Context: an optimization exercise on an open-source flow, tuned for small area. The choices shown serve that exercise and are no tape-out recipe. Function was checked by simulation only, so behaviour that the tests miss may differ from the original.

`config.mk`:
```
export PLATFORM = sky130hd
export DESIGN_NAME = cic_filter
export DESIGN_NICKNAME = cic_filter
export VERILOG_FILES = /design/flow/design.v
export SDC_FILE = /design/flow/constraint.sdc
export NUM_CORES = 4
export LEC_CHECK = 0
export CAP_MARGIN = 20
export CORE_MARGIN = 2
export CORE_UTILIZATION = 45
export SLEW_MARGIN = 20
```
`constraint.sdc`:
```
create_clock -name core_clock -period 15.0 [get_ports {clk}]
set_input_delay 3.0000 -clock core_clock [delete_from_list [all_inputs] [get_ports {clk}]]
set_output_delay 3.0000 -clock core_clock [all_outputs]
set_load 0.01 [all_outputs]
```
`design.v`:
```
module cic_filter #(
    parameter INPUT_WIDTH  = 5,            
    parameter R            = 16,            
    parameter N            = 15,           
    parameter M            = 1,            
    parameter INTERNAL_WIDTH = INPUT_WIDTH + N * $clog2(R*M) 
)(
    input  wire                          clk,
    input  wire                          rst_n,
    input  wire                          in_valid,
    input  wire signed [INPUT_WIDTH-1:0] in_data,
    output reg                           out_valid,
    output reg  signed [INTERNAL_WIDTH-1:0] out_data
);
    reg signed [INTERNAL_WIDTH-1:0] integrator [0:N-1];
    reg signed [INTERNAL_WIDTH-1:0] comb [0:N-1];
    reg signed [INTERNAL_WIDTH-1:0] comb_delay [0:N-1];
    reg [$clog2(R)-1:0] decim_counter;
    reg signed [INTERNAL_WIDTH-1:0] decimated_sample;
    reg decimated_valid;
    wire signed [INTERNAL_WIDTH-1:0] in_data_ext;
    assign in_data_ext = {{(INTERNAL_WIDTH-INPUT_WIDTH){in_data[INPUT_WIDTH-1]}}, in_data};
    integer i;
    always @(posedge clk or negedge rst_n) begin
        if (!rst_n) begin
            for (i = 0; i < N; i = i + 1) begin
                integrator[i] <= 0;
            end
            decim_counter <= 0;
            decimated_sample <= 0;
            decimated_valid <= 0;
        end else if (in_valid) begin
            integrator[0] <= integrator[0] + in_data_ext;
            for (i = 1; i < N; i = i + 1) begin
                integrator[i] <= integrator[i] + integrator[i-1];
            end
            if (decim_counter == R - 1) begin
                decim_counter <= 0;
                decimated_sample <= integrator[N-1];
                decimated_valid <= 1;
            end else begin
                decim_counter <= decim_counter + 1;
                decimated_valid <= 0;
            end
        end else begin
            decimated_valid <= 0;
        end
    end
    always @(posedge clk or negedge rst_n) begin
        if (!rst_n) begin
            for (i = 0; i < N; i = i + 1) begin
                comb[i] <= 0;
                comb_delay[i] <= 0;
            end
            out_valid <= 0;
            out_data <= 0;
        end else if (decimated_valid) begin
            comb[0] <= decimated_sample - comb_delay[0];
            comb_delay[0] <= decimated_sample;
            for (i = 1; i < N; i = i + 1) begin
                comb[i] <= comb[i-1] - comb_delay[i];
                comb_delay[i] <= comb[i-1];
            end
            out_data <= comb[N-1];
            out_valid <= 1;
        end else begin
            out_valid <= 0;
        end
    end
endmodule
```
`run.sh`:
```
#!/bin/bash
# synth_recipe.tcl (not shown) runs the flow's synth.tcl, then flattens the netlist and writes it again
# the make line also repeats each setting of config.mk as NAME=value (left out here)
make -C /OpenROAD-flow-scripts/flow DESIGN_CONFIG=/design/flow/config.mk WORK_HOME=/design/flow/orfs CLKGATE_MAP_FILE= SYNTH_SCRIPT=/design/flow/synth_recipe.tcl finish
```
==> notes.md <==
==> flip-flops by register name, indices dropped and copies added, names as in the netlist <==
register	count
out_valid	1
decim_counter	4
out_data	65
decimated_sample	65
integrator	975
comb_delay	975
decimated_valid	1
comb	975
==> stage by stage <==
stage	hold WS (ps)	std cells	setup slack, ps	util, %
floorplan	352	24397	8710	-
global placement	475	29930	6890	46.3
detailed placement	471	29930	7020	46.3
CTS	484	30600	8050	48.9
global route	501	30602	7770	49.0
finish	481	30605	7950	49.0
==> worst max-delay path, delay by kind of cell <==
family          cells  cell delay (ps)
fa+ha+maj           2              750
simple gates        1              110
buf+inv             1              610
compound gates     10             3030
xor+xnor            1               90
mux                 1              260
==> metal layers <==
| metal | up-vias | part of all wire, % | track usage [%] | wire (um) |
|---|---|---|---|---|
| met5 | - | 0.0024 | 0 | 13 |
| met1 | 82189 | 47 | 28.8 | 252000 |
| li1 | 86235 | - | - | - |
| met4 | 2 | 2.4 | 4.96 | 12800 |
| met3 | 718 | 3.1 | 1.96 | 16400 |
| met2 | 2497 | 48 | 36.4 | 255000 |
==> cells by family after synthesis <==
family          share of synthesized area [%]
buf+inv                                  4.33
fa+ha+maj                                11.2
flops                                    34.9
mux                                      8.77
compound gates                           21.4
xor+xnor                                 7.11
simple gates                             12.2
==> cells in the final DEF (no fill, tap or decap), types with 48 or more instances in the layout <==
master / instances
nand2b_1: 252
xor2_1: 669
a21boi_0: 72
clkbuf_1: 64
a31oi_1: 232
or3_1: 65
ha_1: 1921
nor2b_1: 265
o21bai_1: 356
inv_1: 1446
buf_4: 72
dfrtp_1: 3060
and3_1: 203
and2_1: 104
a21oi_1: 2233
clkinv_2: 69
a221oi_1: 62
mux2_2: 1682
clkbuf_8: 73
a31o_2: 48
xnor2_1: 1112
and4_1: 50
nand3_1: 363
o21ai_0: 2047
o31ai_1: 141
a211oi_1: 122
or2_2: 49
clkdlybuf4s50_1: 70
nand4_1: 433
o211ai_1: 83
nand2_1: 2521
nor2_1: 1062
clkbuf_16: 378
nor3_1: 250
a41oi_1: 52
a21o_1: 1398
o21a_1: 185
==> area by class of cell <==
type	instances	area (um^2)
fillers	46071	248000
multi-input cells	18806	133000
flip-flops and latches	3061	76600
clock buffers	515	10700
well taps	6450	8070
inverters	1449	5450
clock inverters	155	1970
repair buffers	165	1680
diodes	4	10.0
==> Yosys cell counts, types with 83 or more instances <==
master,number,area [um^2]
ha_1,1921,24000
o21ai_0,2047,10200
a211oi_1,122,916
a21o_1,1398,10500
xnor2_1,1112,9740
nand3_1,363,1820
mux2_2,1682,18900
a31oi_1,232,1450
xor2_1,669,5860
nor3_1,250,1250
dfrtp_1,3061,76600
nor2b_1,265,1660
a21oi_1,2233,11200
clkbuf_1,1039,3900
nand4_1,433,2710
o21bai_1,356,2670
o211ai_1,83,623
nand2b_1,252,1580
nor2_1,1062,3990
inv_1,1448,5440
o21a_1,185,1390
and2_1,104,651
and3_1,203,1270
nand2_1,2521,9460
o31ai_1,141,1060
==> final timing paths <==
| path | startpoint | endpoint |
|---|---|---|
| hold reg to reg | integrator[14][64] | integrator[14][64] |
| setup reg to reg | comb[0][0] | comb[1][58] |
| setup / recovery | in_data[0] | integrator[0][56] |
| max in group asynchronous | rst_n | out_data[25] |
| min in group asynchronous | rst_n | comb_delay[10][2] |
| hold / removal | integrator[14][64] | integrator[14][64] |
==> impl_metrics.tcl <==
set metrics [dict create \
    synth_area_um2 219000 \
    relSlewSlack_pct 24.4 \
    hp-class "flip-flop to flip-flop" \
    viasPerCell 5.61 \
    areaGrowthSynthToFinish_pct 8.38 \
    initial_utilization_pct 45.2 \
    rsz0062_at_grt "no" \
    track_usage_pct 21.2 \
    cts_sinks 3061 \
    post-route-period-util_pct 47.0 \
    synth-warning-count 4 \
    die_h_um 702 \
    synth_ff_type "dfrtp_1" \
    finish.instance_area_um2 238000 \
    tritoncts "yes" \
    numCtsBuffers 368 \
    slowest_delay_ps 610 \
    cp.arrival_ps 7900 \
    synthDistinctLibCells 103 \
    min_period_ps 7050 \
    syn_nets 26356 \
    cts_setup_buffers 0 \
    placed_area_um2 225000 \
    status "timing/DRC/antenna clean" \
    timing.critical_path.mode_cell "a31oi_1" \
    cp-start-kind "input pin" \
    die_w_um 702 \
    path_max_fanout 5 \
    synthArstFlopShare_pct 100 \
    grt_max_degree 258 \
    io_buffer_count 73 \
    clk_latency_ps 970 \
    setup_viol 0 \
    core_um2 486000 \
    synth-edff-count 0 \
    antenna_found_initial 4 \
    avgSynthCellArea_um2 9.00 \
    ant_nets 0 \
    worstSetupEndpointType "flip-flop" \
    required_ps 15840 \
    r2r_cells 16 \
    final.setup_skew_ps 44.9 \
    seq_area_frac_synth_pct 34.9 \
    drtIter0Drc 10778 \
    maxCapViolCount 0 \
    post_cts_resized 0 \
    drc 0 \
    maxSlewViolCount 0 \
    cts.hold.buffers_added 0 \
    timing.critical_path.cells "clkdlybuf4s50_1 > ha_1 > fa_1 > a21oi_1 > o21bai_1 > a211oi_2 > o21ai_2 > a31oi_1 > o31ai_2 > a31oi_1 > o41a_1 > nor2_1 > o311ai_2 > o31a_1 > xnor2_1 > mux2_2" \
    drt-wirelength-per-cell_um 17.5 \
    grt_pass1_wl_um 883000 \
    place.gp.congestion 0.869 \
    die_area_um2 493000 \
    grt_pass1_vias 166616 \
    path_class "input pin to flip-flop" \
    cts-root-buf "clkbuf_16" \
    row_count 256 \
    drive_above_1_share_pct 10.6 \
    wl_um 536000 \
    clkSlewWorstSetupHoldPaths_ps 60 \
    vias 171641 \
    hold_depth 1 \
    dp_hpwl_um 402000 \
    synth-seq-cells 3061 \
    synth_cells 24397 \
    worst_pin_slew_ps 1110 \
    reg2reg_slack_ps 9720 \
    ioPinCount 74 \
    cts_buffer_depth 4 \
    fmax_mhz 142 \
    hold_viol_final 0 \
    fin_nets 25810 \
    setup_tns_ps 0 \
    cts_htree_levels 5 \
    grt.overflow.total 0 \
    cpMaxStageDelayCell "clkdlybuf4s50_1" \
    drt_pass1_iterations 6 \
]

what the ideal ports hide:
No port has a modelled driver above. Below, the same layout with a new extraction and two added sets of constraints. Step 1, drivers: a clkbuf_16 drives clk and a buf_2 each remaining input, both assumed. Step 2 moves the port delays by t, midway between the first and last clock arrival at a register: inputs arrive t later, outputs are due t later. That takes back most of the time a late clock gives input paths. Three values: ideal ports, drivers, drivers and shift; two values: the first two.
shift t [ns]: 1.062
setup WS [ns]: 7.947 / 8.041 / 6.978
hold slack, ns: 0.481 / 0.481 / 0.481
After both steps setup and hold are still met in this run. For this run, drivers alone change the setup slack by +0.094 ns; drivers and shift together by -0.969 ns.
